What follows belongs to an exercise in optimizing a design on an open flow for small area; a production flow would make more cautious choices.
At most, simulation tests tie the RTL to the original design; equivalence was not proved.
No activity file was given, so power comes from the tool's default toggle rates.

==> run a: inputs <==
// master
module master(
    input clk,
    input rst,
    input btnM, input btnL, input btnR, input btnU, input btnD,
    input [7:0] sw,
    output [7:0] led,
    output [6:0] out,
    output [3:0] an
    );
clock: 10.0 ns
lec_check: 0
abc_area: 1
cap_margin: 20
core_margin: 2
core_utilization: 70
cts_buf_list: sky130_fd_sc_hd__clkbuf_16
cts_cluster_diameter: 80
cts_cluster_size: 30
slew_margin: 20
synth_memory_max_bits: 16384
standard.sh (not shown) runs the stock make flow with config.mk's settings and CLKGATE_MAP_FILE= SYNTH_SCRIPT=/design/flow/synth_recipe.tcl, a recipe that flattens the netlist after the stock synthesis.
==> flow/flow/run.sh <==
#!/bin/bash
# Own layout flow: the standard synthesis, then the combinational logic
# of its netlist is mapped again by ABC for area (flip-flops, their names and
# cell types are kept as the standard synthesis made them), then the standard flow's
# standard layout from floorplan to finish on that netlist.
set -euo pipefail
W=$PWD
R=$W/orfs/results/${FLOW_PLATFORM:-sky130hd}/master/base
L=$W/orfs/logs/${FLOW_PLATFORM:-sky130hd}/master/base
YOSYS=$(command -v yosys || echo /OpenROAD-flow-scripts/tools/install/yosys/bin/yosys)

bash standard.sh synth > $W/standard_synth.log 2>&1

# the don't-use cells that ORFS gave ABC
grep -o -- '-dont_use [A-Za-z0-9_]*' $L/1_2_yosys.log | sort -u | tr '\n' ' ' > $W/dont_use.txt || true

cp $R/1_2_yosys.v $W/1_2_yosys_standard.v
REABC_IN=$W/1_2_yosys_standard.v REABC_OUT=$R/1_2_yosys.v \
REABC_LIB=$FLOW_HOME/platforms/sky130hd/lib/sky130_fd_sc_hd__tt_025C_1v80.lib \
REABC_DONTUSE=$W/dont_use.txt REABC_SCRIPT=$W/flow/area.abc \
  $YOSYS -c $W/flow/reabc.tcl > $W/reabc.log 2>&1

# lay out the new netlist
rm -f $R/1_synth.odb $R/1_synth.sdc
touch $R/1_2_yosys.v
bash standard.sh finish > $W/standard_finish.log 2>&1
==> flow/flow/area.abc <==
strash
&get -n
&dch -f
&nf -R 1000
&put
==> flow/flow/reabc.tcl <==
# Map the combinational logic of the standard synthesis netlist again with
# ABC, for area. Flip-flop cells are black boxes here, so they keep their
# instance names and cell types; nothing merges or removes them.
set lib $::env(REABC_LIB)
yosys read_liberty -ignore_miss_func $lib
yosys setattr -mod -set blackbox 1 sky130_fd_sc_hd__df* sky130_fd_sc_hd__edf* sky130_fd_sc_hd__sdf* sky130_fd_sc_hd__sedf* sky130_fd_sc_hd__dl*
yosys read_verilog $::env(REABC_IN)
yosys hierarchy -top master
yosys tee -o $::env(REABC_OUT).before.stat stat -liberty $lib
yosys flatten
yosys hierarchy -top master
yosys opt_clean -purge
yosys abc -script $::env(REABC_SCRIPT) -liberty $lib {*}[exec cat $::env(REABC_DONTUSE)]
yosys opt_clean -purge
# cell definitions again (black boxes), for the tie cells, buffers and check
yosys read_liberty -lib -overwrite $lib
yosys hilomap -singleton -hicell sky130_fd_sc_hd__conb_1 HI -locell sky130_fd_sc_hd__conb_1 LO
yosys insbuf -buf sky130_fd_sc_hd__buf_4 A X
yosys splitnets
yosys opt_clean -purge
yosys tee -o $::env(REABC_OUT).after.stat stat -liberty $lib
yosys check -assert
yosys write_verilog -noattr -nohex -nodec $::env(REABC_OUT)
==> run b (differences from run a) <==
--- a/flow/design.v
+++ b/flow/design.v
@@ -180,17 +180,15 @@
     localparam [2:0] M_BLANK = 3'b000, M_LOSE = 3'b010, M_GOOD = 3'b101;
     reg [5:0] index;
     reg [7:0] sel;
     reg [7:0] snap;
     reg       snapV;
     reg gameOver;
     reg display, on, newRd, timeUp, prevHint, scoreSet, allCorrect;
-    reg [5:0] loop, max, oldhs;
-    reg scoreAdj;
-    wire [5:0] score = gameOver ? max - 6'd2 + {5'd0, scoreAdj} : 6'd0;
+    reg [5:0] loop, max, score, oldhs;
     reg [8:0] timer;
     reg [2:0] quickPause;
     reg [2:0] newhsTextSel;
     always @ (posedge clk)
         if (rst)
             snapV <= 1'b0;
         else if (lvlEn) begin
@@ -240,24 +238,25 @@
         for (gk = 0; gk < 51; gk = gk + 1) begin : g_slot
             assign slot8[gk] = ring[3 * ((8 * gk) % 51) +: 3];
         end
     endgenerate
     wire [2:0] rd = slot8[rj];
     always @ (posedge clk)
         if (rst) begin
-            scoreSet <= 1'b0; gameOver <= 1'b0; max <= 6'd9; scoreAdj <= 1'b0;
+            scoreSet <= 1'b0; gameOver <= 1'b0; max <= 6'd9; score <= 6'd0;
             timer <= 9'd3; quickPause <= 3'b111; newRd <= 1'b0; display <= 1'b1;
             on <= 1'b0; loop <= 6'd0; prevHint <= 1'b0; timeUp <= 1'b0;
         end else if (lvlEn) begin
             if (gameOver && score > 0 && !scoreSet)
                 scoreSet <= 1'b1;
             else if ((gameOver && score < oldhs && newhsTextSel >= 3'b011) ||
                      (gameOver && score >= oldhs && newGameFlag)) begin
                 gameOver <= 1'b0;
                 max <= 6'd1;
+                score <= 6'd0;
                 scoreSet <= 1'b0;
             end
             if (state == 2'b01 && index >= 6'd50 && !gameOver) begin
                 if (newRd) begin
                     timer <= 9'd3;
                     quickPause <= 3'b111;
                     newRd <= 1'b0;
@@ -294,15 +293,15 @@
                         timeUp <= 1'b1;
                         quickPause <= quickPause - 3'd1;
                         if (quickPause == 3'd0) begin
                             newRd <= 1'b1;
                             prevHint <= 1'b0;
                             display <= 1'b1;
                             gameOver <= 1'b1;
-                            scoreAdj <= hint && !prevHint;
+                            score <= max - 6'd2;
                         end
                     end
                 end
             end
         end
     reg press, correct;
     reg [2:0] msg;
- CTS_BUF_LIST: sky130_fd_sc_hd__clkbuf_16 -> sky130_fd_sc_hd__clkbuf_8
- CTS_CLUSTER_DIAMETER: 80 -> not set
- CTS_CLUSTER_SIZE: 30 -> not set
==> run notes <==
- Run a ran to the end with no violations. Run b completed with no timing, DRC or antenna violations.
- Of run a and run b, run b has the higher setup slack (gap 0.35 ns).
- Between run b and run a, the lower total power is in run a (gap about 25%, measured against run a).
- Between run a and run b, the lower clock skew is in run a (gap 0.014 ns).
- In run a the critical path depth is higher than in run b, by 1.
- Between run b and run a, the lower register-to-register slack is in run a (gap 0.35 ns).
- Of run b and run a, run a has the higher sequential share of layout area (gap 1.7 points).
- Sequential power is about the same in run b and run a.
No functional check of the RTL was part of run b.

[static timing again, ports no longer ideal]
The results above use ideal ports. As a check the final layouts listed here were re-extracted and re-timed, cells and wires unchanged. Step 1: set_driving_cell puts a clkbuf_16 on clk and a buf_2 on each other input, an assumption about the parent block. Step 2 times the ports against the registers' clock, not the clock port: input delays grow and output delays shrink by t, the midpoint of the rising clock arrivals with the driver on. a / b / c = no drivers / after step 1 / after step 2; a / b = the first two.
run | t (ns) | slack for setup (ns) | hold WS [ns] | slew at the worst register clock pin (ns)
run a | 0.577 | 2.769 / 2.769 / 2.769 | 0.353 / 0.353 / 0.353 | 0.12 / 0.12
run b | 0.657 | 3.124 / 3.124 / 3.124 | 0.345 / 0.345 / 0.345 | 0.07 / 0.07
After both steps setup and hold are still met in every run listed.
